Context: an optimization exercise on an open-source flow, tuned for small area and a short achievable clock period. The choices shown serve that exercise and are no tape-out recipe. RTL that was checked went through simulation tests only; none was proved equivalent to the original. The RTL of run 2 was laid out without a check of its function. Power and IR drop assume default switching activity.

==> flow/design.v (outline; a module is shown in full before it is edited, if it fits) <==
// module tv80_reg: 41 lines
// module tv80_alu: 356 lines
// module tv80_mcode: 2185 lines
// module tv80_core: 1158 lines
// module cpu_z80: 64 lines
module cpu_z80(
	input CLK,
	input nRESET,
	input wire [7:0] DATA_IN,
	output wire [7:0] DATA_OUT,
	output [15:0] ADDRESS,
	output reg nIORQ, nMREQ,
	output reg nRD, nWR,
	input nINT, nNMI
);
  // ...
==> flow/run.sh <==
#!/bin/bash
# synth_recipe.tcl (not shown) runs the flow's synth.tcl, then flattens the netlist and writes it again
# the make line also repeats each setting of config.mk as NAME=value (left out here)
make -C /OpenROAD-flow-scripts/flow DESIGN_CONFIG=/design/flow/config.mk WORK_HOME=/design/flow/orfs CLKGATE_MAP_FILE= SYNTH_SCRIPT=/design/flow/synth_recipe.tcl finish
==> flow/config.mk <==
export PLATFORM = sky130hd
export DESIGN_NAME = cpu_z80
export DESIGN_NICKNAME = cpu_z80
export VERILOG_FILES = /design/flow/design.v
export SDC_FILE = /design/flow/constraint.sdc
export NUM_CORES = 4
export LEC_CHECK = 0
export CAP_MARGIN = 30
export CORE_MARGIN = 2
export CORE_UTILIZATION = 40
export SETUP_SLACK_MARGIN = 5
export SLEW_MARGIN = 30
==> flow/constraint.sdc <==
create_clock -name core_clock -period 11.0 [get_ports {CLK}]
set_input_delay 2.2000 -clock core_clock [delete_from_list [all_inputs] [get_ports {CLK}]]
set_output_delay 2.2000 -clock core_clock [all_outputs]
set_load 0.01 [all_outputs]
==> notes.md, run 1 <==
Layout fillers=8119; FF-to-FF setup slack=4570 ps; status=no timing/DRC/antenna violations; most frequent cells in the layout=449 x sky130_fd_sc_hd__nand2_1, 413 x sky130_fd_sc_hd__nor2_1, 356 x sky130_fd_sc_hd__a21oi_1; largest fanout of any net on the critical path=8; proportion of layout cells with a drive suffix above 1=0.2277; total length of routed wires=211200 um; Buf/Inv on CP=6; Antenna Nets Post-Route=0; die area=between 80000 and 90000 sq um; sequential cell power=roughly 1.4 mW; kind of end point of the critical path=flop; Syn. warnings=5; post-synthesis share of cell area spent on and, or, nand and nor gates=0.2313; worst hold endpoint=TV80.Pre_XY_F_M[2]; TritonRoute pass-1 iters=10; share of cell area taken by flip-flops and latches=0.2252; post-CTS setup buffer count=between 150 and 200; Worst R2R Path Depth=27; die width=294.7 um; sum of met3 wire segment lengths after detailed routing=33010 um; number of placed cells counting well taps=approximately 5300; Final Skew=slightly above 30 ps; violation count after the first detailed-route iteration=6933; layout inverter count without the clock tree=137
==> module tv80_core, before the edit <==
module tv80_core ( 
  m1_n, iorq, no_read, write, rfsh_n, halt_n, busak_n, A, dout, mc,
  ts, intcycle_n, IntE, stop,
  reset_n, clk, cen, wait_n, int_n, nmi_n, busrq_n, dinst, di
  );
  parameter Mode = 0;    
  parameter IOWait = 1;  
  parameter Flag_C = 0;
  parameter Flag_N = 1;
  parameter Flag_P = 2;
  parameter Flag_X = 3;
  parameter Flag_H = 4;
  parameter Flag_Y = 5;
  parameter Flag_Z = 6;
  parameter Flag_S = 7;
  input     reset_n;            
  input     clk;                
  input     cen;                
  input     wait_n;             
  input     int_n;              
  input     nmi_n;              
  input     busrq_n;            
  output    m1_n;               
  output    iorq;               
  output    no_read;            
  output    write;
  output    rfsh_n;
  output    halt_n;
  output    busak_n;
  output [15:0] A;
  input [7:0]   dinst;
  input [7:0]   di;
  output [7:0]  dout;
  output [6:0]  mc;
  output [6:0]  ts;
  output        intcycle_n;     
  output        IntE;           
  output        stop;           
  reg    m1_n;          
  reg    iorq; 
  reg    halt_n;                
  reg    busak_n;               
  reg [15:0] A; 
  reg [7:0]  dout;        
  reg [6:0]  mc;        
  reg [6:0]  ts;        
  reg   intcycle_n;     
  reg   IntE;           
  reg   stop;           
  parameter     aNone    = 3'b111;
  parameter     aBC      = 3'b000;
  parameter     aDE      = 3'b001;
  parameter     aXY      = 3'b010;
  parameter     aIOA     = 3'b100;
  parameter     aSP      = 3'b101;
  parameter     aZI      = 3'b110;
  reg [7:0]     ACC, F;
  reg [7:0]     Ap, Fp;
  reg [7:0]     I;
  reg [15:0]    SP, PC;
  reg [7:0]     RegDIH;
  reg [7:0]     RegDIL;
  wire [15:0]   RegBusA;
  wire [15:0]   RegBusB;
  wire [15:0]   RegBusC;
  reg [2:0]     RegAddrA_r;
  reg [2:0]     RegAddrA;
  reg [2:0]     RegAddrB_r;
  reg [2:0]     RegAddrB;
  reg [2:0]     RegAddrC;
  reg           RegWEH;
  reg           RegWEL;
  reg           Alternate;
  reg [15:0]    TmpAddr;         
  reg [7:0]     IR;              
  reg [1:0]     ISet;            
  reg [15:0]    RegBusA_r;
  reg [15:0]    ID16;
  reg [7:0]     Save_Mux;
  reg [6:0]     tstate;
  reg [6:0]     mcycle;
  reg           last_mcycle, last_tstate;
  reg           IntE_FF1;
  reg           IntE_FF2;
  reg           Halt_FF;
  reg           BusReq_s;
  reg           BusAck;
  reg           ClkEn;
  reg           NMI_s;
  reg           INT_s;
  reg [1:0]     IStatus;
  reg [7:0]     DI_Reg;
  reg           T_Res;
  reg [1:0]     XY_State;
  reg [2:0]     Pre_XY_F_M;
  reg           NextIs_XY_Fetch;
  reg           XY_Ind;
  reg           No_BTR;
  reg           BTR_r;
  reg           Auto_Wait;
  reg           Auto_Wait_t1;
  reg           Auto_Wait_t2;
  reg           IncDecZ;
  reg [7:0]     BusB;
  reg [7:0]     BusA;
  wire [7:0]    ALU_Q;
  wire [7:0]    F_Out;
  reg [4:0]     Read_To_Reg_r;
  reg           Arith16_r;
  reg           Z16_r;
  reg [3:0]     ALU_Op_r;
  reg           Save_ALU_r;
  reg           PreserveC_r;
  reg [2:0]     mcycles;
  wire [2:0]    mcycles_d;
  wire [2:0]    tstates;
  reg           IntCycle;
  reg           NMICycle;
  wire          Inc_PC;
  wire          Inc_WZ;
  wire [3:0]    IncDec_16;
  wire [1:0]    Prefix;
  wire          Read_To_Acc;
  wire          Read_To_Reg;
  wire [3:0]     Set_BusB_To;
  wire [3:0]     Set_BusA_To;
  wire [3:0]     ALU_Op;
  wire           Save_ALU;
  wire           PreserveC;
  wire           Arith16;
  wire [2:0]     Set_Addr_To;
  wire           Jump;
  wire           JumpE;
  wire           JumpXY;
  wire           Call;
  wire           RstP;
  wire           LDZ;
  wire           LDW;
  wire           LDSPHL;
  wire           iorq_i;
  wire [2:0]     Special_LD;
  wire           ExchangeDH;
  wire           ExchangeRp;
  wire           ExchangeAF;
  wire           ExchangeRS;
  wire           I_DJNZ;
  wire           I_CPL;
  wire           I_CCF;
  wire           I_SCF;
  wire           I_RETN;
  wire           I_BT;
  wire           I_BC;
  wire           I_BTR;
  wire           I_RLD;
  wire           I_RRD;
  wire           I_INRC;
  wire           SetDI;
  wire           SetEI;
  wire [1:0]     IMode;
  wire           Halt;
  reg [15:0]     PC16;
  reg [15:0]     PC16_B;
  reg [15:0]     SP16, SP16_A, SP16_B;
  reg [15:0]     ID16_B;
  reg            Oldnmi_n;
  tv80_mcode #(Mode, Flag_C, Flag_N, Flag_P, Flag_X, Flag_H, Flag_Y, Flag_Z, Flag_S) i_mcode
    (
     .IR                   (IR),
     .ISet                 (ISet),
     .MCycle               (mcycle),
     .F                    (F),
     .NMICycle             (NMICycle),
     .IntCycle             (IntCycle),
     .MCycles              (mcycles_d),
     .TStates              (tstates),
     .Prefix               (Prefix),
     .Inc_PC               (Inc_PC),
     .Inc_WZ               (Inc_WZ),
     .IncDec_16            (IncDec_16),
     .Read_To_Acc          (Read_To_Acc),
     .Read_To_Reg          (Read_To_Reg),
     .Set_BusB_To          (Set_BusB_To),
     .Set_BusA_To          (Set_BusA_To),
     .ALU_Op               (ALU_Op),
     .Save_ALU             (Save_ALU),
     .PreserveC            (PreserveC),
     .Arith16              (Arith16),
     .Set_Addr_To          (Set_Addr_To),
     .IORQ                 (iorq_i),
     .Jump                 (Jump),
     .JumpE                (JumpE),
     .JumpXY               (JumpXY),
     .Call                 (Call),
     .RstP                 (RstP),
     .LDZ                  (LDZ),
     .LDW                  (LDW),
     .LDSPHL               (LDSPHL),
     .Special_LD           (Special_LD),
     .ExchangeDH           (ExchangeDH),
     .ExchangeRp           (ExchangeRp),
     .ExchangeAF           (ExchangeAF),
     .ExchangeRS           (ExchangeRS),
     .I_DJNZ               (I_DJNZ),
     .I_CPL                (I_CPL),
     .I_CCF                (I_CCF),
     .I_SCF                (I_SCF),
     .I_RETN               (I_RETN),
     .I_BT                 (I_BT),
     .I_BC                 (I_BC),
     .I_BTR                (I_BTR),
     .I_RLD                (I_RLD),
     .I_RRD                (I_RRD),
     .I_INRC               (I_INRC),
     .SetDI                (SetDI),
     .SetEI                (SetEI),
     .IMode                (IMode),
     .Halt                 (Halt),
     .NoRead               (no_read),
     .Write                (write)
     );
  tv80_alu #(Mode, Flag_C, Flag_N, Flag_P, Flag_X, Flag_H, Flag_Y, Flag_Z, Flag_S) i_alu
    (
     .Arith16              (Arith16_r),
     .Z16                  (Z16_r),
     .ALU_Op               (ALU_Op_r),
     .IR                   (IR[5:0]),
     .ISet                 (ISet),
     .BusA                 (BusA),
     .BusB                 (BusB),
     .F_In                 (F),
     .Q                    (ALU_Q),
     .F_Out                (F_Out)
     );
  function [6:0] number_to_bitvec;
    input [2:0] num;
    begin
      case (num)
        1 : number_to_bitvec = 7'b0000001;
        2 : number_to_bitvec = 7'b0000010;
        3 : number_to_bitvec = 7'b0000100;
        4 : number_to_bitvec = 7'b0001000;
        5 : number_to_bitvec = 7'b0010000;
        6 : number_to_bitvec = 7'b0100000;
        7 : number_to_bitvec = 7'b1000000;
        default : number_to_bitvec = 7'bx;
      endcase  
    end
  endfunction  
  function [2:0] mcyc_to_number;
    input [6:0] mcyc;
    begin
      casez (mcyc)
        7'b1zzzzzz : mcyc_to_number = 3'h7;
        7'b01zzzzz : mcyc_to_number = 3'h6;
        7'b001zzzz : mcyc_to_number = 3'h5;
        7'b0001zzz : mcyc_to_number = 3'h4;
        7'b00001zz : mcyc_to_number = 3'h3;
        7'b000001z : mcyc_to_number = 3'h2;
        7'b0000001 : mcyc_to_number = 3'h1;
        default : mcyc_to_number = 3'h1;
      endcase
    end
  endfunction
  always @( mcycle or mcycles or tstate or tstates)
    begin
      case (mcycles)
        1 : last_mcycle = mcycle[0];
        2 : last_mcycle = mcycle[1];
        3 : last_mcycle = mcycle[2];
        4 : last_mcycle = mcycle[3];
        5 : last_mcycle = mcycle[4];
        6 : last_mcycle = mcycle[5];
        7 : last_mcycle = mcycle[6];
        default : last_mcycle = 1'bx;
      endcase  
      case (tstates)
        0 : last_tstate = tstate[0];
        1 : last_tstate = tstate[1];
        2 : last_tstate = tstate[2];
        3 : last_tstate = tstate[3];
        4 : last_tstate = tstate[4];
        5 : last_tstate = tstate[5];
        6 : last_tstate = tstate[6];
        default : last_tstate = 1'bx;
      endcase
    end  
  always @( ALU_Q or BusAck or BusB or DI_Reg
	   or ExchangeRp or IR or Save_ALU_r or Set_Addr_To or XY_Ind
	   or XY_State or cen or last_tstate or mcycle)
    begin
      ClkEn = cen && ~ BusAck;
      if (last_tstate)
        T_Res = 1'b1;
      else T_Res = 1'b0;
      if (XY_State != 2'b00 && XY_Ind == 1'b0 &&
          ((Set_Addr_To == aXY) ||
           (mcycle[0] && IR == 8'b11001011) ||
           (mcycle[0] && IR == 8'b00110110)))
        NextIs_XY_Fetch = 1'b1;
      else 
        NextIs_XY_Fetch = 1'b0;
      if (ExchangeRp)
        Save_Mux = BusB;
      else if (!Save_ALU_r)
        Save_Mux = DI_Reg;
      else
        Save_Mux = ALU_Q;
    end  
  always @ (posedge clk or negedge reset_n)
    begin
      if (reset_n == 1'b0 ) 
        begin
          PC <= 0;   
          A <= 0;
          TmpAddr <= 0;
          IR <= 8'b00000000;
          ISet <= 2'b00;
          XY_State <= 2'b00;
          IStatus <= 2'b00;
          mcycles <= 3'b000;
          dout <= 8'b00000000;
          ACC <= 8'hFF;
          F <= 8'hFF;
          Ap <= 8'hFF;
          Fp <= 8'hFF;
          I <= 0;
          SP <= 16'hFFFF;
          Alternate <= 1'b0;
          Read_To_Reg_r <= 5'b00000;
          Arith16_r <= 1'b0;
          BTR_r <= 1'b0;
          Z16_r <= 1'b0;
          ALU_Op_r <= 4'b0000;
          Save_ALU_r <= 1'b0;
          PreserveC_r <= 1'b0;
          XY_Ind <= 1'b0;
        end 
      else 
        begin
          if (ClkEn == 1'b1 ) 
            begin
              ALU_Op_r <= 4'b0000;
              Save_ALU_r <= 1'b0;
              Read_To_Reg_r <= 5'b00000;
              mcycles <= mcycles_d;
              if (IMode != 2'b11 ) 
                begin
                  IStatus <= IMode;
                end
              Arith16_r <= Arith16;
              PreserveC_r <= PreserveC;
              if (ISet == 2'b10 && ALU_Op[2] == 1'b0 && ALU_Op[0] == 1'b1 && mcycle[2] ) 
                begin
                  Z16_r <= 1'b1;
                end 
              else 
                begin
                  Z16_r <= 1'b0;
                end
              if (mcycle[0] && (tstate[1] | tstate[2] | tstate[3] )) 
                begin
                  if (tstate[2] && wait_n == 1'b1 ) 
                    begin
                      if (Jump == 1'b0 && Call == 1'b0 && NMICycle == 1'b0 && IntCycle == 1'b0 && ~ (Halt_FF == 1'b1 || Halt == 1'b1) ) 
                        begin
                          PC <= PC16;
                        end
                      if (IntCycle == 1'b1 && IStatus == 2'b01 ) 
                        begin
                          IR <= 8'b11111111;
                        end 
                      else if (Halt_FF == 1'b1 || (IntCycle == 1'b1 && IStatus == 2'b10) || NMICycle == 1'b1 ) 
                        begin
                          IR <= 8'b00000000;
			  TmpAddr[7:0] <= dinst;  
                        end 
                      else 
                        begin
                          IR <= dinst;
                        end
                      ISet <= 2'b00;
                      if (Prefix != 2'b00 ) 
                        begin
                          if (Prefix == 2'b11 ) 
                            begin
                              if (IR[5] == 1'b1 ) 
                                begin
                                  XY_State <= 2'b10;
                                end 
                              else 
                                begin
                                  XY_State <= 2'b01;
                                end
                            end 
                          else 
                            begin
                              if (Prefix == 2'b10 ) 
                                begin
                                  XY_State <= 2'b00;
                                  XY_Ind <= 1'b0;
                                end
                              ISet <= Prefix;
                            end
                        end 
                      else 
                        begin
                          XY_State <= 2'b00;
                          XY_Ind <= 1'b0;
                        end
                    end  
                end 
              else 
                begin
                  if (mcycle[5] ) 
                    begin
                      XY_Ind <= 1'b1;
                      if (Prefix == 2'b01 ) 
                        begin
                          ISet <= 2'b01;
                        end
                    end
                  if (T_Res == 1'b1 ) 
                    begin
                      BTR_r <= (I_BT || I_BC || I_BTR) && ~ No_BTR;
                      if (Jump == 1'b1 ) 
                        begin
                          A[15:8] <= DI_Reg;
                          A[7:0] <= TmpAddr[7:0];
                          PC[15:8] <= DI_Reg;
                          PC[7:0] <= TmpAddr[7:0];
                        end 
                      else if (JumpXY == 1'b1 ) 
                        begin
                          A <= RegBusC;
                          PC <= RegBusC;
                        end else if (Call == 1'b1 || RstP == 1'b1 ) 
                          begin
                            A <= TmpAddr;
                            PC <= TmpAddr;
                          end 
                        else if (last_mcycle && NMICycle == 1'b1 ) 
                          begin
                            A <= 16'b0000000001100110;
                            PC <= 16'b0000000001100110;
                          end 
                        else if (mcycle[2] && IntCycle == 1'b1 && IStatus == 2'b10 ) 
                          begin
                            A[15:8] <= I;
                            A[7:0] <= TmpAddr[7:0];
                            PC[15:8] <= I;
                            PC[7:0] <= TmpAddr[7:0];
                          end 
                        else 
                          begin
                            case (Set_Addr_To)
                              aXY :
                                begin
                                  if (XY_State == 2'b00 ) 
                                    begin
                                      A <= RegBusC;
                                    end 
                                  else 
                                    begin
                                      if (NextIs_XY_Fetch == 1'b1 )
                                        begin
                                          A <= PC;
                                        end 
                                      else 
                                        begin
                                          A <= TmpAddr;
                                        end
                                    end  
                                end  
                              aIOA :
                                begin
                                  if (Mode == 3 ) 
                                    begin
                                      A[15:8] <= 8'hFF;
                                    end 
                                  else if (Mode == 2 ) 
                                    begin
                                      A[15:8] <= DI_Reg;
                                    end 
                                  else 
                                    begin
                                      A[15:8] <= ACC;
                                    end
                                  A[7:0] <= DI_Reg;
                                end  
                              aSP :
                                begin
                                  A <= SP;
                                end
                              aBC :
                                begin
                                  if (Mode == 3 && iorq_i == 1'b1 ) 
                                    begin
                                      A[15:8] <= 8'hFF;
                                      A[7:0] <= RegBusC[7:0];
                                    end 
                                  else 
                                    begin
                                      A <= RegBusC;
                                    end
                                end  
                              aDE :
                                begin
                                  A <= RegBusC;
                                end
                              aZI :
                                begin                                  
                                  if (Inc_WZ == 1'b1 ) 
                                    begin
                                      A <= TmpAddr + 1;
                                    end 
                                  else 
                                    begin
                                      A[15:8] <= DI_Reg;
                                      A[7:0] <= TmpAddr[7:0];
                                    end
                                end  
                              default   :
                                begin                                    
                                  A <= PC;
                                end
                            endcase  
                          end  
                      Save_ALU_r <= Save_ALU;
                      ALU_Op_r <= ALU_Op;
                      if (I_CPL == 1'b1 ) 
                        begin
                          ACC <= ~ ACC;
                          F[Flag_Y] <= ~ ACC[5];
                          F[Flag_H] <= 1'b1;
                          F[Flag_X] <= ~ ACC[3];
                          F[Flag_N] <= 1'b1;
                        end
                      if (I_CCF == 1'b1 ) 
                        begin
                          F[Flag_C] <= ~ F[Flag_C];
                          F[Flag_Y] <= ACC[5];
                          F[Flag_H] <= F[Flag_C];
                          F[Flag_X] <= ACC[3];
                          F[Flag_N] <= 1'b0;
                        end
                      if (I_SCF == 1'b1 ) 
                        begin
                          F[Flag_C] <= 1'b1;
                          F[Flag_Y] <= ACC[5];
                          F[Flag_H] <= 1'b0;
                          F[Flag_X] <= ACC[3];
                          F[Flag_N] <= 1'b0;
                        end
                    end  
                  if (tstate[2] && wait_n == 1'b1 ) 
                    begin
                      if (ISet == 2'b01 && mcycle[6] ) 
                        begin
                          IR <= dinst;
                        end
                      if (JumpE == 1'b1 ) 
                        begin
                          PC <= PC16;
                        end 
                      else if (Inc_PC == 1'b1 ) 
                        begin
                          PC <= PC16;
                        end
                      if (BTR_r == 1'b1 ) 
                        begin
                          PC <= PC16;
                        end
                      if (RstP == 1'b1 ) 
                        begin
                          TmpAddr <= { 10'h0, IR[5:3], 3'h0 };
                        end
                    end
                  if (tstate[3] && mcycle[5] ) 
                    begin
                      TmpAddr <= SP16;
                    end
                  if ((tstate[2] && wait_n == 1'b1) || (tstate[4] && mcycle[0]) ) 
                    begin
                      if (IncDec_16[2:0] == 3'b111 ) 
                        begin
                          SP <= SP16;
                        end
                    end
                  if (LDSPHL == 1'b1 ) 
                    begin
                      SP <= RegBusC;
                    end
                  if (ExchangeAF == 1'b1 ) 
                    begin
                      Ap <= ACC;
                      ACC <= Ap;
                      Fp <= F;
                      F <= Fp;
                    end
                  if (ExchangeRS == 1'b1 ) 
                    begin
                      Alternate <= ~ Alternate;
                    end
                end  
              if (tstate[3] ) 
                begin
                  if (LDZ == 1'b1 ) 
                    begin
                      TmpAddr[7:0] <= DI_Reg;
                    end
                  if (LDW == 1'b1 ) 
                    begin
                      TmpAddr[15:8] <= DI_Reg;
                    end
                  if (Special_LD[2] == 1'b1 ) 
                    begin
                      case (Special_LD[1:0])
                        2'b00 :
                          begin
                            ACC <= I;
                            F[Flag_P] <= IntE_FF2;
			    F[Flag_Z] <= (I == 0);
			    F[Flag_S] <= I[7];
			    F[Flag_H] <= 0;
			    F[Flag_N] <= 0; 
                          end
                        2'b01 :
                          begin
                            ACC <= 0;
                            F[Flag_P] <= IntE_FF2;
			    F[Flag_Z] <= (I == 0);
			    F[Flag_S] <= I[7];
			    F[Flag_H] <= 0;
			    F[Flag_N] <= 0; 
                          end
                        2'b10 :
                          I <= ACC;
                        default : ;
                      endcase
                    end
                end  
              if ((I_DJNZ == 1'b0 && Save_ALU_r == 1'b1) || ALU_Op_r == 4'b1001 ) 
                begin
                  if (Mode == 3 ) 
                    begin
                      F[6] <= F_Out[6];
                      F[5] <= F_Out[5];
                      F[7] <= F_Out[7];
                      if (PreserveC_r == 1'b0 ) 
                        begin
                          F[4] <= F_Out[4];
                        end
                    end 
                  else 
                    begin
                      F[7:1] <= F_Out[7:1];
                      if (PreserveC_r == 1'b0 ) 
                        begin
                          F[Flag_C] <= F_Out[0];
                        end
                    end
                end  
              if (T_Res == 1'b1 && I_INRC == 1'b1 ) 
                begin
                  F[Flag_H] <= 1'b0;
                  F[Flag_N] <= 1'b0;
                  if (DI_Reg[7:0] == 8'b00000000 ) 
                    begin
                      F[Flag_Z] <= 1'b1;
                    end 
                  else 
                    begin
                      F[Flag_Z] <= 1'b0;
                    end
                  F[Flag_S] <= DI_Reg[7];
                  F[Flag_P] <= ~ (^DI_Reg[7:0]);
                end  
              if (tstate[1] && Auto_Wait_t1 == 1'b0 ) 
                begin
                  dout <= BusB;
                  if (I_RLD == 1'b1 ) 
                    begin
                      dout[3:0] <= BusA[3:0];
                      dout[7:4] <= BusB[3:0];
                    end
                  if (I_RRD == 1'b1 ) 
                    begin
                      dout[3:0] <= BusB[7:4];
                      dout[7:4] <= BusA[3:0];
                    end
                end
              if (T_Res == 1'b1 ) 
                begin
                  Read_To_Reg_r[3:0] <= Set_BusA_To;
                  Read_To_Reg_r[4] <= Read_To_Reg;
                  if (Read_To_Acc == 1'b1 ) 
                    begin
                      Read_To_Reg_r[3:0] <= 4'b0111;
                      Read_To_Reg_r[4] <= 1'b1;
                    end
                end
              if (tstate[1] && I_BT == 1'b1 ) 
                begin
                  F[Flag_X] <= ALU_Q[3];
                  F[Flag_Y] <= ALU_Q[1];
                  F[Flag_H] <= 1'b0;
                  F[Flag_N] <= 1'b0;
                end
              if (I_BC == 1'b1 || I_BT == 1'b1 ) 
                begin
                  F[Flag_P] <= IncDecZ;
                end
              if ((tstate[1] && Save_ALU_r == 1'b0 && Auto_Wait_t1 == 1'b0) ||
                  (Save_ALU_r == 1'b1 && ALU_Op_r != 4'b0111) ) 
                begin
                  case (Read_To_Reg_r)
                    5'b10111 :
                      ACC <= Save_Mux;
                    5'b10110 :
                      dout <= Save_Mux;
                    5'b11000 :
                      SP[7:0] <= Save_Mux;
                    5'b11001 :
                      SP[15:8] <= Save_Mux;
                    5'b11011 :
                      F <= Save_Mux;
                    default : ;
                  endcase
                end  
            end  
        end  
    end
  always @ (posedge clk)
    begin
      if (ClkEn == 1'b1 ) 
        begin
          RegAddrA_r <=  { Alternate, Set_BusA_To[2:1] };
          if (XY_Ind == 1'b0 && XY_State != 2'b00 && Set_BusA_To[2:1] == 2'b10 ) 
            begin
              RegAddrA_r <= { XY_State[1],  2'b11 };
            end
          RegAddrB_r <= { Alternate, Set_BusB_To[2:1] };
          if (XY_Ind == 1'b0 && XY_State != 2'b00 && Set_BusB_To[2:1] == 2'b10 ) 
            begin
              RegAddrB_r <= { XY_State[1],  2'b11 };
            end
          RegAddrC <= { Alternate,  Set_Addr_To[1:0] };
          if ((JumpXY == 1'b1 || LDSPHL == 1'b1) ) 
            begin
              RegAddrC <= { Alternate, 2'b10 };
            end
          if (((JumpXY == 1'b1 || LDSPHL == 1'b1) && XY_State != 2'b00) || (mcycle[5]) ) 
            begin
              RegAddrC <= { XY_State[1],  2'b11 };
            end
          if (I_DJNZ == 1'b1 && Save_ALU_r == 1'b1 && Mode < 2 ) 
            begin
              IncDecZ <= F_Out[Flag_Z];
            end
          if ((tstate[2] || (tstate[3] && mcycle[0])) && IncDec_16[2:0] == 3'b100 ) 
            begin
              if (ID16 == 0 ) 
                begin
                  IncDecZ <= 1'b0;
                end 
              else 
                begin
                  IncDecZ <= 1'b1;
                end
            end
          RegBusA_r <= RegBusA;
        end
    end  
  always @( Alternate or ExchangeDH or IncDec_16
	   or RegAddrA_r or RegAddrB_r or XY_State or mcycle or tstate)
    begin
      if ((tstate[2] || (tstate[3] && mcycle[0] && IncDec_16[2] == 1'b1)) && XY_State == 2'b00)
        RegAddrA = { Alternate, IncDec_16[1:0] };
      else if ((tstate[2] || (tstate[3] && mcycle[0] && IncDec_16[2] == 1'b1)) && IncDec_16[1:0] == 2'b10)
        RegAddrA = { XY_State[1], 2'b11 };
      else if (ExchangeDH == 1'b1 && tstate[3])
        RegAddrA = { Alternate, 2'b10 };
      else if (ExchangeDH == 1'b1 && tstate[4])
        RegAddrA = { Alternate, 2'b01 };
      else
        RegAddrA = RegAddrA_r;
      if (ExchangeDH == 1'b1 && tstate[3])
        RegAddrB = { Alternate, 2'b01 };
      else
        RegAddrB = RegAddrB_r;
    end  
  always @( ALU_Op_r or Auto_Wait_t1 or ExchangeDH
	   or IncDec_16 or Read_To_Reg_r or Save_ALU_r or mcycle
	   or tstate or wait_n)
    begin
      RegWEH = 1'b0;
      RegWEL = 1'b0;
      if ((tstate[1] && ~Save_ALU_r && ~Auto_Wait_t1) ||
          (Save_ALU_r && (ALU_Op_r != 4'b0111)) ) 
        begin
          case (Read_To_Reg_r)
            5'b10000 , 5'b10001 , 5'b10010 , 5'b10011 , 5'b10100 , 5'b10101 :
              begin
                RegWEH = ~ Read_To_Reg_r[0];
                RegWEL = Read_To_Reg_r[0];
              end  
            default : ;
          endcase  
        end  
      if (ExchangeDH && (tstate[3] || tstate[4]) ) 
        begin
          RegWEH = 1'b1;
          RegWEL = 1'b1;
        end
      if (IncDec_16[2] && ((tstate[2] && wait_n && ~mcycle[0]) || (tstate[3] && mcycle[0])) ) 
        begin
          case (IncDec_16[1:0])
            2'b00 , 2'b01 , 2'b10 :
              begin
                RegWEH = 1'b1;
                RegWEL = 1'b1;
              end  
            default : ;
          endcase
        end
    end  
  always @( ExchangeDH or ID16 or IncDec_16 or RegBusA_r
	   or RegBusB or Save_Mux or mcycle or tstate)
    begin
      RegDIH = Save_Mux;
      RegDIL = Save_Mux;
      if (ExchangeDH == 1'b1 && tstate[3] ) 
        begin
          RegDIH = RegBusB[15:8];
          RegDIL = RegBusB[7:0];
        end
      else if (ExchangeDH == 1'b1 && tstate[4] ) 
        begin
          RegDIH = RegBusA_r[15:8];
          RegDIL = RegBusA_r[7:0];
        end
      else if (IncDec_16[2] == 1'b1 && ((tstate[2] && ~mcycle[0]) || (tstate[3] && mcycle[0])) ) 
        begin
          RegDIH = ID16[15:8];
          RegDIL = ID16[7:0];
        end
    end
  tv80_reg i_reg
    (
     .clk                  (clk),
     .CEN                  (ClkEn),
     .WEH                  (RegWEH),
     .WEL                  (RegWEL),
     .AddrA                (RegAddrA),
     .AddrB                (RegAddrB),
     .AddrC                (RegAddrC),
     .DIH                  (RegDIH),
     .DIL                  (RegDIL),
     .DOAH                 (RegBusA[15:8]),
     .DOAL                 (RegBusA[7:0]),
     .DOBH                 (RegBusB[15:8]),
     .DOBL                 (RegBusB[7:0]),
     .DOCH                 (RegBusC[15:8]),
     .DOCL                 (RegBusC[7:0])
     );
  always @ (posedge clk)
    begin
      if (ClkEn == 1'b1 ) 
        begin
          case (Set_BusB_To)
            4'b0111 :
              BusB <= ACC;
            4'b0000 , 4'b0001 , 4'b0010 , 4'b0011 , 4'b0100 , 4'b0101 :
              begin
                if (Set_BusB_To[0] == 1'b1 ) 
                  begin
                    BusB <= RegBusB[7:0];
                  end 
                else 
                  begin
                    BusB <= RegBusB[15:8];
                  end
              end
            4'b0110 :
              BusB <= DI_Reg;
            4'b1000 :
              BusB <= SP[7:0];
            4'b1001 :
              BusB <= SP[15:8];
            4'b1010 :
              BusB <= 8'b00000001;
            4'b1011 :
              BusB <= F;
            4'b1100 :
              BusB <= PC[7:0];
            4'b1101 :
              BusB <= PC[15:8];
            4'b1110 :
              BusB <= 8'b00000000;
            default :
              BusB <= 8'h0;
          endcase
          case (Set_BusA_To)
            4'b0111 :
              BusA <= ACC;
            4'b0000 , 4'b0001 , 4'b0010 , 4'b0011 , 4'b0100 , 4'b0101 :
              begin
                if (Set_BusA_To[0] == 1'b1 )
                  begin
                    BusA <= RegBusA[7:0];
                  end 
                else 
                  begin
                    BusA <= RegBusA[15:8];
                  end
              end
            4'b0110 :
              BusA <= DI_Reg;
            4'b1000 :
              BusA <= SP[7:0];
            4'b1001 :
              BusA <= SP[15:8];
            4'b1010 :
              BusA <= 8'b00000000;
            default :
              BusA <=  8'h0;
          endcase
        end
    end
  assign rfsh_n = 1'b1;
  always @( BusAck or Halt_FF or I_DJNZ or IntCycle
	   or IntE_FF1 or di or iorq_i or mcycle or tstate)
    begin
      mc = mcycle;
      ts = tstate;
      DI_Reg = di;
      halt_n = ~ Halt_FF;
      busak_n = ~ BusAck;
      intcycle_n = ~ IntCycle;
      IntE = IntE_FF1;
      iorq = iorq_i;
      stop = I_DJNZ;
    end
  always @ (posedge clk or negedge reset_n)
    begin : sync_inputs
      if (~reset_n) 
        begin
          BusReq_s <= 1'b0;
          INT_s <= 1'b0;
          NMI_s <= 1'b0;
          Oldnmi_n <= 1'b0;
        end 
      else
        begin
          if (cen == 1'b1 ) 
            begin
              BusReq_s <= ~ busrq_n;
              INT_s <= ~ int_n;
              if (NMICycle == 1'b1 ) 
                begin
                  NMI_s <= 1'b0;
                end 
              else if (nmi_n == 1'b0 && Oldnmi_n == 1'b1 ) 
                begin
                  NMI_s <= 1'b1;
                end
              Oldnmi_n <= nmi_n;
            end
        end
    end
  always @ (posedge clk or negedge reset_n)
    begin
      if (reset_n == 1'b0 ) 
        begin
          mcycle <= 7'b0000001;
          tstate <= 7'b0000001;
          Pre_XY_F_M <= 3'b000;
          Halt_FF <= 1'b0;
          BusAck <= 1'b0;
          NMICycle <= 1'b0;
          IntCycle <= 1'b0;
          IntE_FF1 <= 1'b0;
          IntE_FF2 <= 1'b0;
          No_BTR <= 1'b0;
          Auto_Wait_t1 <= 1'b0;
          Auto_Wait_t2 <= 1'b0;
          m1_n <= 1'b1;
        end 
      else
        begin
          if (cen == 1'b1 ) 
            begin
              if (T_Res == 1'b1 ) 
                begin
                  Auto_Wait_t1 <= 1'b0;
                end 
              else 
                begin
		  Auto_Wait_t1 <= Auto_Wait || (iorq_i & ~Auto_Wait_t2);
                end
              Auto_Wait_t2 <= Auto_Wait_t1 & !T_Res;
              No_BTR <= (I_BT && (~ IR[4] || ~ F[Flag_P])) ||
                        (I_BC && (~ IR[4] || F[Flag_Z] || ~ F[Flag_P])) ||
                        (I_BTR && (~ IR[4] || F[Flag_Z]));
              if (tstate[2] ) 
                begin
                  if (SetEI == 1'b1 ) 
                    begin
                      if (!NMICycle)
                        IntE_FF1 <= 1'b1;
                      IntE_FF2 <= 1'b1;
                    end
                  if (I_RETN == 1'b1 ) 
                    begin
                      IntE_FF1 <= IntE_FF2;
                    end
                end
              if (tstate[3] ) 
                begin
                  if (SetDI == 1'b1 ) 
                    begin
                      IntE_FF1 <= 1'b0;
                      IntE_FF2 <= 1'b0;
                    end
                end
              if (IntCycle == 1'b1 || NMICycle == 1'b1 ) 
                begin
                  Halt_FF <= 1'b0;
                end
              if (mcycle[0] && tstate[2] && wait_n == 1'b1 ) 
                begin
                  m1_n <= 1'b1;
                end
              if (BusReq_s == 1'b1 && BusAck == 1'b1 ) 
                begin
                end 
              else 
                begin
                  BusAck <= 1'b0;
                  if (tstate[2] && wait_n == 1'b0 ) 
                    begin
                    end 
                  else if (T_Res == 1'b1 ) 
                    begin
                      if (Halt == 1'b1 ) 
                        begin
                          Halt_FF <= 1'b1;
                        end
                      if (BusReq_s == 1'b1 ) 
                        begin
                          BusAck <= 1'b1;
                        end 
                      else 
                        begin
                          tstate <= 7'b0000010;
                          if (NextIs_XY_Fetch == 1'b1 ) 
                            begin
                              mcycle <= 7'b0100000;
                              Pre_XY_F_M <= mcyc_to_number(mcycle);
                              if (IR == 8'b00110110 && Mode == 0 ) 
                                begin
                                  Pre_XY_F_M <= 3'b010;
                                end
                            end 
                          else if ((mcycle[6]) || (mcycle[5] && Mode == 1 && ISet != 2'b01) ) 
                            begin
                              mcycle <= number_to_bitvec(Pre_XY_F_M + 1);
                            end 
                          else if ((last_mcycle) ||
                                   No_BTR == 1'b1 ||
                                   (mcycle[1] && I_DJNZ == 1'b1 && IncDecZ == 1'b1) ) 
                            begin
                              m1_n <= 1'b0;
                              mcycle <= 7'b0000001;
                              IntCycle <= 1'b0;
                              NMICycle <= 1'b0;
                              if (NMI_s == 1'b1 && Prefix == 2'b00 ) 
                                begin
                                  NMICycle <= 1'b1;
                                  IntE_FF1 <= 1'b0;
                                end 
                              else if ((IntE_FF1 == 1'b1 && INT_s == 1'b1) && Prefix == 2'b00 && SetEI == 1'b0 ) 
                                begin
                                  IntCycle <= 1'b1;
                                  IntE_FF1 <= 1'b0;
                                  IntE_FF2 <= 1'b0;
                                end
                            end 
                          else 
                            begin
                              mcycle <= { mcycle[5:0], mcycle[6] };
                            end
                        end
                    end 
                  else 
                    begin    
                      if ( ~(Auto_Wait == 1'b1 && Auto_Wait_t2 == 1'b0) &&
                           ~(IOWait == 1 && iorq_i == 1'b1 && Auto_Wait_t1 == 1'b0) ) 
                        begin
                          tstate <= { tstate[5:0], tstate[6] };
                        end
                    end
                end
              if (tstate[0]) 
                begin
                  m1_n <= 1'b0;
                end
            end
        end
    end
  always @( BTR_r or DI_Reg or IncDec_16 or JumpE or PC
	   or RegBusA or RegBusC or SP or tstate)
    begin
      if (JumpE == 1'b1 ) 
        begin
          PC16_B = { {8{DI_Reg[7]}}, DI_Reg };
        end 
      else if (BTR_r == 1'b1 ) 
        begin
          PC16_B = -2;
        end
      else
        begin
          PC16_B = 1;
        end
      if (tstate[3])
        begin
          SP16_A = RegBusC;
          SP16_B = { {8{DI_Reg[7]}}, DI_Reg };
        end
      else
        begin
          SP16_A = SP;
          if (IncDec_16[3] == 1'b1)
            SP16_B = -1;
          else
            SP16_B = 1;
        end
      if (IncDec_16[3])  
        ID16_B = -1;
      else
        ID16_B = 1;
      ID16 = RegBusA + ID16_B;
      PC16 = PC + PC16_B;
      SP16 = SP16_A + SP16_B;
    end  
  always @( IntCycle or NMICycle or mcycle)
    begin
      Auto_Wait = 1'b0;
      if (IntCycle == 1'b1 || NMICycle == 1'b1 ) 
        begin
          if (mcycle[0] ) 
            begin
              Auto_Wait = 1'b1;
            end
        end
    end  
endmodule  
==> inputs of run 2 (changes only) <==
--- a/flow/design.v
+++ b/flow/design.v
@@ -398,31 +398,31 @@
 module tv80_mcode 
   ( 
   MCycles, TStates, Prefix, Inc_PC, Inc_WZ, IncDec_16, Read_To_Reg, 
   Read_To_Acc, Set_BusA_To, Set_BusB_To, ALU_Op, Save_ALU, PreserveC, 
   Arith16, Set_Addr_To, IORQ, Jump, JumpE, JumpXY, Call, RstP, LDZ, 
   LDW, LDSPHL, Special_LD, ExchangeDH, ExchangeRp, ExchangeAF, 
   ExchangeRS, I_DJNZ, I_CPL, I_CCF, I_SCF, I_RETN, I_BT, I_BC, I_BTR, 
   I_RLD, I_RRD, I_INRC, SetDI, SetEI, IMode, Halt, NoRead, Write, 
-  IR, ISet, MCycle, F, NMICycle, IntCycle
+  IR, ISet, MCycle, cc, NMICycle, IntCycle
   );
   parameter             Mode   = 0;
   parameter             Flag_C = 0;
   parameter             Flag_N = 1;
   parameter             Flag_P = 2;
   parameter             Flag_X = 3;
   parameter             Flag_H = 4;
   parameter             Flag_Y = 5;
   parameter             Flag_Z = 6;
   parameter             Flag_S = 7;
   input [7:0]           IR;
   input [1:0]           ISet                    ;
   input [6:0]           MCycle                  ;
-  input [7:0]           F                       ;
+  input                 cc                      ;
   input                 NMICycle                ;
   input                 IntCycle                ;
   output [2:0]          MCycles                 ;
   output [2:0]          TStates                 ;
   output [1:0]          Prefix                  ;  
   output                Inc_PC                  ;
   output                Inc_WZ                  ;
   output [3:0]          IncDec_16               ;  
@@ -514,52 +514,20 @@
   reg                   Write   ;                
   parameter             aNone   = 3'b111;
   parameter             aBC     = 3'b000;
   parameter             aDE     = 3'b001;
   parameter             aXY     = 3'b010;
   parameter             aIOA    = 3'b100;
   parameter             aSP     = 3'b101;
   parameter             aZI     = 3'b110;
-  function is_cc_true;
-    input [7:0] FF;
-    input [2:0] cc;
-    begin
-      if (Mode == 3 ) 
-        begin
-          case (cc)
-            3'b000  : is_cc_true = FF[7] == 1'b0;  
-            3'b001  : is_cc_true = FF[7] == 1'b1;  
-            3'b010  : is_cc_true = FF[4] == 1'b0;  
-            3'b011  : is_cc_true = FF[4] == 1'b1;  
-            3'b100  : is_cc_true = 0;
-            3'b101  : is_cc_true = 0;
-            3'b110  : is_cc_true = 0;
-            3'b111  : is_cc_true = 0;
-          endcase
-        end 
-      else 
-        begin
-          case (cc)
-            3'b000  : is_cc_true = FF[6] == 1'b0;  
-            3'b001  : is_cc_true = FF[6] == 1'b1;  
-            3'b010  : is_cc_true = FF[0] == 1'b0;  
-            3'b011  : is_cc_true = FF[0] == 1'b1;  
-            3'b100  : is_cc_true = FF[2] == 1'b0;  
-            3'b101  : is_cc_true = FF[2] == 1'b1;  
-            3'b110  : is_cc_true = FF[7] == 1'b0;  
-            3'b111  : is_cc_true = FF[7] == 1'b1;  
-          endcase
-        end
-    end
-  endfunction  
   reg [2:0] DDD;
   reg [2:0] SSS;
   reg [1:0] DPAIR;
-  always @ ( F or IR or ISet or IntCycle or MCycle
+  always @ ( cc or IR or ISet or IntCycle or MCycle
             or NMICycle)
     begin
       DDD = IR[5:3];
       SSS = IR[2:0];
       DPAIR = IR[5:4];
       MCycles = 3'b001;
       if (MCycle[0] ) 
         begin
@@ -1468,17 +1436,17 @@
                         MCycle[1] :
                           begin
                             Inc_PC = 1'b1;
                             LDZ = 1'b1;
                           end
                         MCycle[2] :
                           begin
                             Inc_PC = 1'b1;
-                            if (is_cc_true(F, IR[5:3]) ) 
+                            if (cc ) 
                               begin
                                 Jump = 1'b1;
                               end
                           end
                         default :;
                       endcase
                     end  
                 end  
@@ -1504,22 +1472,17 @@
                 begin
                   if (Mode != 2 ) 
                     begin
                       MCycles = 3'd3;
                       case (1'b1)  
                         MCycle[1] :
                           begin
                             Inc_PC = 1'b1;
-                            case (IR[4:3])
-                              0 : MCycles = (F[Flag_Z]) ? 3'd2 : 3'd3;
-                              1 : MCycles = (!F[Flag_Z]) ? 3'd2 : 3'd3;
-                              2 : MCycles = (F[Flag_C]) ? 3'd2 : 3'd3;
-                              3 : MCycles = (!F[Flag_C]) ? 3'd2 : 3'd3;
-                            endcase
+                            MCycles = cc ? 3'd3 : 3'd2;
                           end
                         MCycle[2] :
                           begin
                             NoRead = 1'b1;
                             JumpE = 1'b1;
                             TStates = 3'd5;
                           end
                         default :;
@@ -1606,17 +1569,17 @@
                           begin
                             Inc_PC = 1'b1;
                             LDZ = 1'b1;
                           end
                         MCycle[2] :
                           begin
                             Inc_PC = 1'b1;
                             LDW = 1'b1;
-                            if (is_cc_true(F, IR[5:3]) ) 
+                            if (cc ) 
                               begin
                                 IncDec_16 = 4'b1111;
                                 Set_Addr_To = aSP;
                                 TStates = 3'b100;
                                 Set_BusB_To = 4'b1101;
                               end 
                             else 
                               begin
@@ -1754,17 +1717,17 @@
                       endcase  
                     end 
                   else 
                     begin
                       MCycles = 3'b011;
                       case (1'b1)  
                         MCycle[0] :
                           begin
-                            if (is_cc_true(F, IR[5:3]) )                              
+                            if (cc )                              
                               begin
                                 Set_Addr_To = aSP;
                               end 
                             else 
                               begin
                                 MCycles = 3'b001;
                               end
                             TStates = 3'b101;
@@ -2740,71 +2703,16 @@
   wire           SetEI;
   wire [1:0]     IMode;
   wire           Halt;
   reg [15:0]     PC16;
   reg [15:0]     PC16_B;
   reg [15:0]     SP16, SP16_A, SP16_B;
   reg [15:0]     ID16_B;
   reg            Oldnmi_n;
-  tv80_mcode #(Mode, Flag_C, Flag_N, Flag_P, Flag_X, Flag_H, Flag_Y, Flag_Z, Flag_S) i_mcode
-    (
-     .IR                   (IR),
-     .ISet                 (ISet),
-     .MCycle               (mcycle),
-     .F                    (F),
-     .NMICycle             (NMICycle),
-     .IntCycle             (IntCycle),
-     .MCycles              (mcycles_d),
-     .TStates              (tstates),
-     .Prefix               (Prefix),
-     .Inc_PC               (Inc_PC),
-     .Inc_WZ               (Inc_WZ),
-     .IncDec_16            (IncDec_16),
-     .Read_To_Acc          (Read_To_Acc),
-     .Read_To_Reg          (Read_To_Reg),
-     .Set_BusB_To          (Set_BusB_To),
-     .Set_BusA_To          (Set_BusA_To),
-     .ALU_Op               (ALU_Op),
-     .Save_ALU             (Save_ALU),
-     .PreserveC            (PreserveC),
-     .Arith16              (Arith16),
-     .Set_Addr_To          (Set_Addr_To),
-     .IORQ                 (iorq_i),
-     .Jump                 (Jump),
-     .JumpE                (JumpE),
-     .JumpXY               (JumpXY),
-     .Call                 (Call),
-     .RstP                 (RstP),
-     .LDZ                  (LDZ),
-     .LDW                  (LDW),
-     .LDSPHL               (LDSPHL),
-     .Special_LD           (Special_LD),
-     .ExchangeDH           (ExchangeDH),
-     .ExchangeRp           (ExchangeRp),
-     .ExchangeAF           (ExchangeAF),
-     .ExchangeRS           (ExchangeRS),
-     .I_DJNZ               (I_DJNZ),
-     .I_CPL                (I_CPL),
-     .I_CCF                (I_CCF),
-     .I_SCF                (I_SCF),
-     .I_RETN               (I_RETN),
-     .I_BT                 (I_BT),
-     .I_BC                 (I_BC),
-     .I_BTR                (I_BTR),
-     .I_RLD                (I_RLD),
-     .I_RRD                (I_RRD),
-     .I_INRC               (I_INRC),
-     .SetDI                (SetDI),
-     .SetEI                (SetEI),
-     .IMode                (IMode),
-     .Halt                 (Halt),
-     .NoRead               (no_read),
-     .Write                (write)
-     );
   tv80_alu #(Mode, Flag_C, Flag_N, Flag_P, Flag_X, Flag_H, Flag_Y, Flag_Z, Flag_S) i_alu
     (
      .Arith16              (Arith16_r),
      .Z16                  (Z16_r),
      .ALU_Op               (ALU_Op_r),
      .IR                   (IR[5:0]),
      .ISet                 (ISet),
      .BusA                 (BusA),
@@ -2838,16 +2746,229 @@
         7'b0001zzz : mcyc_to_number = 3'h4;
         7'b00001zz : mcyc_to_number = 3'h3;
         7'b000001z : mcyc_to_number = 3'h2;
         7'b0000001 : mcyc_to_number = 3'h1;
         default : mcyc_to_number = 3'h1;
       endcase
     end
   endfunction
+  reg [7:0]     IR_n;
+  reg [1:0]     ISet_n;
+  reg [6:0]     mcycle_n;
+  reg           NMICycle_n, IntCycle_n;
+  always @*
+    begin
+      IR_n = IR;
+      ISet_n = ISet;
+      if (ClkEn)
+        begin
+          if (mcycle[0] && (tstate[1] | tstate[2] | tstate[3]))
+            begin
+              if (tstate[2] && wait_n)
+                begin
+                  if (IntCycle && IStatus == 2'b01)
+                    IR_n = 8'b11111111;
+                  else if (Halt_FF || (IntCycle && IStatus == 2'b10) || NMICycle)
+                    IR_n = 8'b00000000;
+                  else
+                    IR_n = dinst;
+                  ISet_n = 2'b00;
+                  if (Prefix != 2'b00 && Prefix != 2'b11)
+                    ISet_n = Prefix;
+                end
+            end
+          else
+            begin
+              if (mcycle[5] && Prefix == 2'b01)
+                ISet_n = 2'b01;
+              if (tstate[2] && wait_n && ISet == 2'b01 && mcycle[6])
+                IR_n = dinst;
+            end
+        end
+    end
+  always @*
+    begin
+      mcycle_n = mcycle;
+      NMICycle_n = NMICycle;
+      IntCycle_n = IntCycle;
+      if (cen && !(BusReq_s && BusAck) && !(tstate[2] && !wait_n) && T_Res && !BusReq_s)
+        begin
+          if (NextIs_XY_Fetch)
+            mcycle_n = 7'b0100000;
+          else if ((mcycle[6]) || (mcycle[5] && Mode == 1 && ISet != 2'b01))
+            mcycle_n = number_to_bitvec(Pre_XY_F_M + 1);
+          else if (last_mcycle || No_BTR || (mcycle[1] && I_DJNZ && IncDecZ))
+            begin
+              mcycle_n = 7'b0000001;
+              IntCycle_n = 1'b0;
+              NMICycle_n = 1'b0;
+              if (NMI_s && Prefix == 2'b00)
+                NMICycle_n = 1'b1;
+              else if (IntE_FF1 && INT_s && Prefix == 2'b00 && !SetEI)
+                IntCycle_n = 1'b1;
+            end
+          else
+            mcycle_n = { mcycle[5:0], mcycle[6] };
+        end
+    end
+  always @ (posedge clk or negedge reset_n)
+    begin
+      if (reset_n == 1'b0)
+        begin
+          IR <= 8'b00000000;
+          ISet <= 2'b00;
+          mcycle <= 7'b0000001;
+          NMICycle <= 1'b0;
+          IntCycle <= 1'b0;
+        end
+      else
+        begin
+          IR <= IR_n;
+          ISet <= ISet_n;
+          mcycle <= mcycle_n;
+          NMICycle <= NMICycle_n;
+          IntCycle <= IntCycle_n;
+        end
+    end
+  wire [67:0]  dec0, dec1;
+  reg  [67:0]  dec0_r, dec1_r;
+  localparam [67:0] DEC_RST = 68'h30000001c00000018;
+  always @ (posedge clk or negedge reset_n)
+    begin
+      if (reset_n == 1'b0)
+        begin
+          dec0_r <= DEC_RST;
+          dec1_r <= DEC_RST;
+        end
+      else
+        begin
+          dec0_r <= dec0;
+          dec1_r <= dec1;
+        end
+    end
+  function cc_true;
+    input [7:0] FF;
+    input [2:0] c;
+    begin
+      case (c)
+        3'b000  : cc_true = FF[6] == 1'b0;  
+        3'b001  : cc_true = FF[6] == 1'b1;  
+        3'b010  : cc_true = FF[0] == 1'b0;  
+        3'b011  : cc_true = FF[0] == 1'b1;  
+        3'b100  : cc_true = FF[2] == 1'b0;  
+        3'b101  : cc_true = FF[2] == 1'b1;  
+        3'b110  : cc_true = FF[7] == 1'b0;  
+        default : cc_true = FF[7] == 1'b1;  
+      endcase
+    end
+  endfunction
+  wire cc_now = cc_true(F, { IR[5] & ~(IR[7:5] == 3'b001), IR[4:3] });
+  wire [67:0]  dec = cc_now ? dec1_r : dec0_r;
+  tv80_mcode #(Mode, Flag_C, Flag_N, Flag_P, Flag_X, Flag_H, Flag_Y, Flag_Z, Flag_S) i_mcode0
+    (
+     .IR(IR_n), .ISet(ISet_n), .MCycle(mcycle_n), .cc(1'b0), .NMICycle(NMICycle_n), .IntCycle(IntCycle_n),
+     .MCycles(dec0[67:65]),
+     .TStates(dec0[64:62]),
+     .Prefix(dec0[61:60]),
+     .Inc_PC(dec0[59:59]),
+     .Inc_WZ(dec0[58:58]),
+     .IncDec_16(dec0[57:54]),
+     .Read_To_Acc(dec0[53:53]),
+     .Read_To_Reg(dec0[52:52]),
+     .Set_BusB_To(dec0[51:48]),
+     .Set_BusA_To(dec0[47:44]),
+     .ALU_Op(dec0[43:40]),
+     .Save_ALU(dec0[39:39]),
+     .PreserveC(dec0[38:38]),
+     .Arith16(dec0[37:37]),
+     .Set_Addr_To(dec0[36:34]),
+     .IORQ(dec0[33:33]),
+     .Jump(dec0[32:32]),
+     .JumpE(dec0[31:31]),
+     .JumpXY(dec0[30:30]),
+     .Call(dec0[29:29]),
+     .RstP(dec0[28:28]),
+     .LDZ(dec0[27:27]),
+     .LDW(dec0[26:26]),
+     .LDSPHL(dec0[25:25]),
+     .Special_LD(dec0[24:22]),
+     .ExchangeDH(dec0[21:21]),
+     .ExchangeRp(dec0[20:20]),
+     .ExchangeAF(dec0[19:19]),
+     .ExchangeRS(dec0[18:18]),
+     .I_DJNZ(dec0[17:17]),
+     .I_CPL(dec0[16:16]),
+     .I_CCF(dec0[15:15]),
+     .I_SCF(dec0[14:14]),
+     .I_RETN(dec0[13:13]),
+     .I_BT(dec0[12:12]),
+     .I_BC(dec0[11:11]),
+     .I_BTR(dec0[10:10]),
+     .I_RLD(dec0[9:9]),
+     .I_RRD(dec0[8:8]),
+     .I_INRC(dec0[7:7]),
+     .SetDI(dec0[6:6]),
+     .SetEI(dec0[5:5]),
+     .IMode(dec0[4:3]),
+     .Halt(dec0[2:2]),
+     .NoRead(dec0[1:1]),
+     .Write(dec0[0:0])
+    );
+  tv80_mcode #(Mode, Flag_C, Flag_N, Flag_P, Flag_X, Flag_H, Flag_Y, Flag_Z, Flag_S) i_mcode1
+    (
+     .IR(IR_n), .ISet(ISet_n), .MCycle(mcycle_n), .cc(1'b1), .NMICycle(NMICycle_n), .IntCycle(IntCycle_n),
+     .MCycles(dec1[67:65]),
+     .TStates(dec1[64:62]),
+     .Prefix(dec1[61:60]),
+     .Inc_PC(dec1[59:59]),
+     .Inc_WZ(dec1[58:58]),
+     .IncDec_16(dec1[57:54]),
+     .Read_To_Acc(dec1[53:53]),
+     .Read_To_Reg(dec1[52:52]),
+     .Set_BusB_To(dec1[51:48]),
+     .Set_BusA_To(dec1[47:44]),
+     .ALU_Op(dec1[43:40]),
+     .Save_ALU(dec1[39:39]),
+     .PreserveC(dec1[38:38]),
+     .Arith16(dec1[37:37]),
+     .Set_Addr_To(dec1[36:34]),
+     .IORQ(dec1[33:33]),
+     .Jump(dec1[32:32]),
+     .JumpE(dec1[31:31]),
+     .JumpXY(dec1[30:30]),
+     .Call(dec1[29:29]),
+     .RstP(dec1[28:28]),
+     .LDZ(dec1[27:27]),
+     .LDW(dec1[26:26]),
+     .LDSPHL(dec1[25:25]),
+     .Special_LD(dec1[24:22]),
+     .ExchangeDH(dec1[21:21]),
+     .ExchangeRp(dec1[20:20]),
+     .ExchangeAF(dec1[19:19]),
+     .ExchangeRS(dec1[18:18]),
+     .I_DJNZ(dec1[17:17]),
+     .I_CPL(dec1[16:16]),
+     .I_CCF(dec1[15:15]),
+     .I_SCF(dec1[14:14]),
+     .I_RETN(dec1[13:13]),
+     .I_BT(dec1[12:12]),
+     .I_BC(dec1[11:11]),
+     .I_BTR(dec1[10:10]),
+     .I_RLD(dec1[9:9]),
+     .I_RRD(dec1[8:8]),
+     .I_INRC(dec1[7:7]),
+     .SetDI(dec1[6:6]),
+     .SetEI(dec1[5:5]),
+     .IMode(dec1[4:3]),
+     .Halt(dec1[2:2]),
+     .NoRead(dec1[1:1]),
+     .Write(dec1[0:0])
+    );
+  assign {mcycles_d, tstates, Prefix, Inc_PC, Inc_WZ, IncDec_16, Read_To_Acc, Read_To_Reg, Set_BusB_To, Set_BusA_To, ALU_Op, Save_ALU, PreserveC, Arith16, Set_Addr_To, iorq_i, Jump, JumpE, JumpXY, Call, RstP, LDZ, LDW, LDSPHL, Special_LD, ExchangeDH, ExchangeRp, ExchangeAF, ExchangeRS, I_DJNZ, I_CPL, I_CCF, I_SCF, I_RETN, I_BT, I_BC, I_BTR, I_RLD, I_RRD, I_INRC, SetDI, SetEI, IMode, Halt, no_read, write} = dec;
   always @( mcycle or mcycles or tstate or tstates)
     begin
       case (mcycles)
         1 : last_mcycle = mcycle[0];
         2 : last_mcycle = mcycle[1];
         3 : last_mcycle = mcycle[2];
         4 : last_mcycle = mcycle[3];
         5 : last_mcycle = mcycle[4];
@@ -2890,18 +3011,16 @@
     end  
   always @ (posedge clk or negedge reset_n)
     begin
       if (reset_n == 1'b0 ) 
         begin
           PC <= 0;   
           A <= 0;
           TmpAddr <= 0;
-          IR <= 8'b00000000;
-          ISet <= 2'b00;
           XY_State <= 2'b00;
           IStatus <= 2'b00;
           mcycles <= 3'b000;
           dout <= 8'b00000000;
           ACC <= 8'hFF;
           F <= 8'hFF;
           Ap <= 8'hFF;
           Fp <= 8'hFF;
@@ -2944,28 +3063,21 @@
                   if (tstate[2] && wait_n == 1'b1 ) 
                     begin
                       if (Jump == 1'b0 && Call == 1'b0 && NMICycle == 1'b0 && IntCycle == 1'b0 && ~ (Halt_FF == 1'b1 || Halt == 1'b1) ) 
                         begin
                           PC <= PC16;
                         end
                       if (IntCycle == 1'b1 && IStatus == 2'b01 ) 
                         begin
-                          IR <= 8'b11111111;
                         end 
                       else if (Halt_FF == 1'b1 || (IntCycle == 1'b1 && IStatus == 2'b10) || NMICycle == 1'b1 ) 
                         begin
-                          IR <= 8'b00000000;
 			  TmpAddr[7:0] <= dinst;  
                         end 
-                      else 
-                        begin
-                          IR <= dinst;
-                        end
-                      ISet <= 2'b00;
                       if (Prefix != 2'b00 ) 
                         begin
                           if (Prefix == 2'b11 ) 
                             begin
                               if (IR[5] == 1'b1 ) 
                                 begin
                                   XY_State <= 2'b10;
                                 end 
@@ -2976,35 +3088,30 @@
                             end 
                           else 
                             begin
                               if (Prefix == 2'b10 ) 
                                 begin
                                   XY_State <= 2'b00;
                                   XY_Ind <= 1'b0;
                                 end
-                              ISet <= Prefix;
                             end
                         end 
                       else 
                         begin
                           XY_State <= 2'b00;
                           XY_Ind <= 1'b0;
                         end
                     end  
                 end 
               else 
                 begin
                   if (mcycle[5] ) 
                     begin
                       XY_Ind <= 1'b1;
-                      if (Prefix == 2'b01 ) 
-                        begin
-                          ISet <= 2'b01;
-                        end
                     end
                   if (T_Res == 1'b1 ) 
                     begin
                       BTR_r <= (I_BT || I_BC || I_BTR) && ~ No_BTR;
                       if (Jump == 1'b1 ) 
                         begin
                           A[15:8] <= DI_Reg;
                           A[7:0] <= TmpAddr[7:0];
@@ -3131,20 +3238,16 @@
                           F[Flag_Y] <= ACC[5];
                           F[Flag_H] <= 1'b0;
                           F[Flag_X] <= ACC[3];
                           F[Flag_N] <= 1'b0;
                         end
                     end  
                   if (tstate[2] && wait_n == 1'b1 ) 
                     begin
-                      if (ISet == 2'b01 && mcycle[6] ) 
-                        begin
-                          IR <= dinst;
-                        end
                       if (JumpE == 1'b1 ) 
                         begin
                           PC <= PC16;
                         end 
                       else if (Inc_PC == 1'b1 ) 
                         begin
                           PC <= PC16;
                         end
@@ -3549,23 +3652,20 @@
               Oldnmi_n <= nmi_n;
             end
         end
     end
   always @ (posedge clk or negedge reset_n)
     begin
       if (reset_n == 1'b0 ) 
         begin
-          mcycle <= 7'b0000001;
           tstate <= 7'b0000001;
           Pre_XY_F_M <= 3'b000;
           Halt_FF <= 1'b0;
           BusAck <= 1'b0;
-          NMICycle <= 1'b0;
-          IntCycle <= 1'b0;
           IntE_FF1 <= 1'b0;
           IntE_FF2 <= 1'b0;
           No_BTR <= 1'b0;
           Auto_Wait_t1 <= 1'b0;
           Auto_Wait_t2 <= 1'b0;
           m1_n <= 1'b1;
         end 
       else
@@ -3632,51 +3732,40 @@
                         begin
                           BusAck <= 1'b1;
                         end 
                       else 
                         begin
                           tstate <= 7'b0000010;
                           if (NextIs_XY_Fetch == 1'b1 ) 
                             begin
-                              mcycle <= 7'b0100000;
                               Pre_XY_F_M <= mcyc_to_number(mcycle);
                               if (IR == 8'b00110110 && Mode == 0 ) 
                                 begin
                                   Pre_XY_F_M <= 3'b010;
                                 end
                             end 
                           else if ((mcycle[6]) || (mcycle[5] && Mode == 1 && ISet != 2'b01) ) 
                             begin
-                              mcycle <= number_to_bitvec(Pre_XY_F_M + 1);
                             end 
                           else if ((last_mcycle) ||
                                    No_BTR == 1'b1 ||
                                    (mcycle[1] && I_DJNZ == 1'b1 && IncDecZ == 1'b1) ) 
                             begin
                               m1_n <= 1'b0;
-                              mcycle <= 7'b0000001;
-                              IntCycle <= 1'b0;
-                              NMICycle <= 1'b0;
                               if (NMI_s == 1'b1 && Prefix == 2'b00 ) 
                                 begin
-                                  NMICycle <= 1'b1;
                                   IntE_FF1 <= 1'b0;
                                 end 
                               else if ((IntE_FF1 == 1'b1 && INT_s == 1'b1) && Prefix == 2'b00 && SetEI == 1'b0 ) 
                                 begin
-                                  IntCycle <= 1'b1;
                                   IntE_FF1 <= 1'b0;
                                   IntE_FF2 <= 1'b0;
                                 end
                             end 
-                          else 
-                            begin
-                              mcycle <= { mcycle[5:0], mcycle[6] };
-                            end
                         end
                     end 
                   else 
                     begin    
                       if ( ~(Auto_Wait == 1'b1 && Auto_Wait_t2 == 1'b0) &&
                            ~(IOWait == 1 && iorq_i == 1'b1 && Auto_Wait_t1 == 1'b0) ) 
                         begin
                           tstate <= { tstate[5:0], tstate[6] };
==> flow/config.mk (replaced) <==
export PLATFORM = sky130hd
export DESIGN_NAME = cpu_z80
export DESIGN_NICKNAME = cpu_z80
export VERILOG_FILES = /design/flow/design.v
export SDC_FILE = /design/flow/constraint.sdc
export NUM_CORES = 4
export LEC_CHECK = 0
export CAP_MARGIN = 30
export CORE_MARGIN = 2
export CORE_UTILIZATION = 40
export SLEW_MARGIN = 30
==> run 2 against run 1 <==
Still clean on timing, DRC and antenna. Core utilization shrank 5.4 points. Flip-flop and latch count increased by 86. Area after synthesis rose by 2.8%. Routed wire length shrank 15%. Synthesized cell count fell by 0.25%. Power up 17%. First-iteration DRC count fell by 16%. Fmax shrank 24%. Largest cell class unchanged.
==> notes.md, run 2 <==
Final Instance Count excl. Fillers=roughly 5400; post-route total power=3.449 mW; summed area of non-filler cells in the final layout=around 38000 sq um; r2r endpoint=TV80.i_reg.RegsH[5][6]; worst min-delay path category=reg -> reg; Leakage=14.35 nW; post-CTS setup buffer count=0 (-100%); cts repair resizes=0; synthesized net count=4456; global route total overflow=0; leading cell type by number of instances after synthesis=sky130_fd_sc_hd__nand2_1; Hold Crit Start=TV80.dec0_r[38]; post-CTS clock slew at the launch and capture registers of the worst setup and hold paths=approximately 60 ps; fraction of the mapped netlist area in compound gates=0.2754; most instantiated flip-flop cell in the synthesis netlist=sky130_fd_sc_hd__dfrtp_1; kind of end point of the critical path=flop; HPWL after DPL=about 130000 um; Post-Synth Adder-Cell Area=0.04018; # IOs=40; distinct cell type count of the synthesized netlist=93; smallest setup slack after layout=2483 ps; final net count=4364; Critical Path RT=11330 ps; cell type with the highest aggregate area in the netlist=sky130_fd_sc_hd__dfrtp_1; xor/xnor cell area share of the yosys netlist=0.02552; die area=89260 sq um (+2.8%); clock root buffer master=sky130_fd_sc_hd__clkbuf_16; Wirelength per Cell=around 33 um; CTS Hold Buffers Added=0; share of the synthesized area in the top cell type=0.1418; maximum number of pins on one net before global-route repair=78; violation count after the first detailed-route iteration=5857 (-16%); placed inst area=36610 sq um; Highest Clock Rate=between 100 and 150 MHz; post-synthesis share of cell area spent on and, or, nand and nor gates=0.1934 (-0.03799); number of global-route vias before repair=34830; final count of hold timing violations=0; die width=298.8 um (+1.4%); Global Route Usage Sum=0.3902; crit path DAT=between 8000 and 9000 ps; via count=37830; number of design rule violations left after detail routing=0; Antenna Nets Post-Route=0 (unchanged); Mapped Cells=4338; register area=11500 sq um; Largest regs=TV80.dec0_r: 68 flops, TV80.i_reg.RegsH: 64 flops, TV80.i_reg.RegsL: 64 flops; final weighted congestion in routability-driven placement=1.096; TritonRoute pass-1 iters=8 (-2); list of most frequent post-synthesis cells=581 x sky130_fd_sc_hd__nand2_1, 455 x sky130_fd_sc_hd__nor2_1, 405 x sky130_fd_sc_hd__a21oi_1; Core Footprint=86480 sq um; Final Skew=33.54 ps (+3.281 ps); number of placed cells counting well taps=5349 (unchanged); multiplexer share of the synthesized area=0.08719; Chip Height=298.8 um; fin crit share=0.7743; initial standard-cell utilization of the core=0.4019; Setup Slack @ Placement=2678 ps; Cell Rows=108; async set-reset flop share out of synthesis=0.5873; number of pins with negative max-slew slack in the final report=0; number of H-tree levels=2; FF-to-FF setup slack=2480 ps (-2080 ps); number of synthesized flops with an enable pin=129; proportion of layout cells with a drive suffix above 1=0.1105 (-0.1172); worst hold slack across all endpoints=357.4 ps; combined area of the multi-input logic cells=21850 sq um; startpoint of the worst-slack reg-to-reg timing path=TV80.IR[4]; average cell area after synthesis=8.012 sq um; count of input and output buffers=39; Worst R2R Path Depth=22 (-19%); maximum number of buffers from clock root to sink=3; number of buffers added by the clock tree synthesis step=50; power per cell area=90.00 nW/um^2; status=no timing/DRC/antenna violations; number of flip-flops under the largest register name=68; Setup Crit Path Kind=reg -> reg; worst hold path stage count=0; Startpoint Class=flop; signed area change from the synthesized netlist to the final layout=10.27%; portion of the post-synthesis area used by sequential elements=0.3307; most flop-heavy register=TV80.dec0_r; antenna violations before repair=6; worst hold endpoint=TV80.PreserveC_r; largest fanout of any net on the critical path=20 (+12); clock tree from TritonCTS=done; final total negative setup slack=0 ps; pin slew with the least headroom to its limit=1085 ps; routed via count divided by cell count=~6.9; Relative slew margins=0.2689; IR drop worst, VDD=0.09617 mV; total length of routed wires=180000 um (-15%); Synth Cell Area=34760 sq um; number of sinks driven by the clock tree=about 440; max-capacitance violation count=0; Layout fillers=8601 (+5.9%); utilization after layout=0.4432; Synth area leaders=sky130_fd_sc_hd__dfrtp_1 14%, sky130_fd_sc_hd__edfxtp_1 11%, sky130_fd_sc_hd__nand2_1 6.3%, sky130_fd_sc_hd__a21oi_1 5.8%, sky130_fd_sc_hd__o21ai_0 5.3%; most frequent cells in the layout=580 x sky130_fd_sc_hd__nand2_1, 435 x sky130_fd_sc_hd__nor2_1, 404 x sky130_fd_sc_hd__a21oi_1; fin crit period=about 8500 ps; Syn. warnings=5 (unchanged); global-route wire length before repair=255900 um; setup violation total in the final timing report=0
-- run 2: report_power, final --
part	internal, mW	leakage, nW	switching [mW]
logic	0.00611	8.88	0.0251
clock network	0.979	0.830	0.760
registers	1.68	4.64	0.000207
-- run 2: area by class of cell --
type                            count  area share
Multi-Input combinational cell   3466      0.5701
Timing Repair Buffer              179     0.03794
Inverter                          108     0.01058
Tap cell                         1155     0.03771
Antenna cell                        1  0.00006529
Clock inverter                     26    0.006888
Sequential cell                   441      0.3000
Clock buffer                       68     0.03676
-- run 2: cell families (layout without fill, tap and decap cells) --
| group | Yosys count | in the layout |
|---|---|---|
| and+or+nand+nor | 1525 | 1525 |
| AOI/OAI and AO/OA | 1504 | 1504 |
| DFF | 441 | 441 |
| buffers and inverters | 431 | 381 |
| muxes | 233 | 233 |
| adders and majority gates | 107 | 107 |
| xor gates and xnor gates | 97 | 97 |
| other | 0 | 1 |
-- run 2: worst max path at each step --
stage | startpoint | to | slack [ps] | cells after the start
2_1_floorplan | TV80.F[2] | TV80.IncDecZ | 4740 | 26
3_3_place_gp | TV80.IR[4] | TV80.i_reg.RegsH[2][6] | 3000 | 23
3_5_place_dp | TV80.IR[4] | TV80.i_reg.RegsH[2][6] | 2680 | 22
4_1_cts | TV80.IR[4] | TV80.i_reg.RegsH[5][6] | 2680 | 22
5_1_grt | TV80.IR[4] | TV80.i_reg.RegsH[5][6] | 2010 | 22
6_report | TV80.IR[4] | TV80.i_reg.RegsH[5][6] | 2480 | 22
-- run 2: worst max-delay path: stages, from the launching register on --
cell and delay [ps]:
sky130_fd_sc_hd__dfrtp_1 740, sky130_fd_sc_hd__mux4_2 760, sky130_fd_sc_hd__xor2_4 670, sky130_fd_sc_hd__mux2i_1 480
sky130_fd_sc_hd__o22ai_2 200, sky130_fd_sc_hd__a211oi_4 940, sky130_fd_sc_hd__o21ai_1 620, sky130_fd_sc_hd__o22a_1 390
sky130_fd_sc_hd__and2_4 190, sky130_fd_sc_hd__fa_1 460, sky130_fd_sc_hd__a21o_1 180, sky130_fd_sc_hd__a21oi_1 220
sky130_fd_sc_hd__o21bai_1 90, sky130_fd_sc_hd__a21o_1 200, sky130_fd_sc_hd__a21oi_1 220, sky130_fd_sc_hd__o21ai_0 140
sky130_fd_sc_hd__a21o_1 230, sky130_fd_sc_hd__a21boi_0 240, sky130_fd_sc_hd__o21bai_1 100, sky130_fd_sc_hd__a21oi_1 180
sky130_fd_sc_hd__xnor2_1 160, sky130_fd_sc_hd__a21boi_0 150, sky130_fd_sc_hd__o21ai_0 660
-- run 2: per-layer routing --
| metal | GRT usage | up-vias | wire length [um] |
|---|---|---|---|
| met5 | 0 | - | 69 |
| li1 | - | 15990 | - |
| met1 | 0.5172 | 18290 | 69560 |
| met4 | 0.2342 | 8 | 13460 |
| met3 | 0.09706 | 688 | 21680 |
| met2 | 0.5741 | 2853 | 75250 |
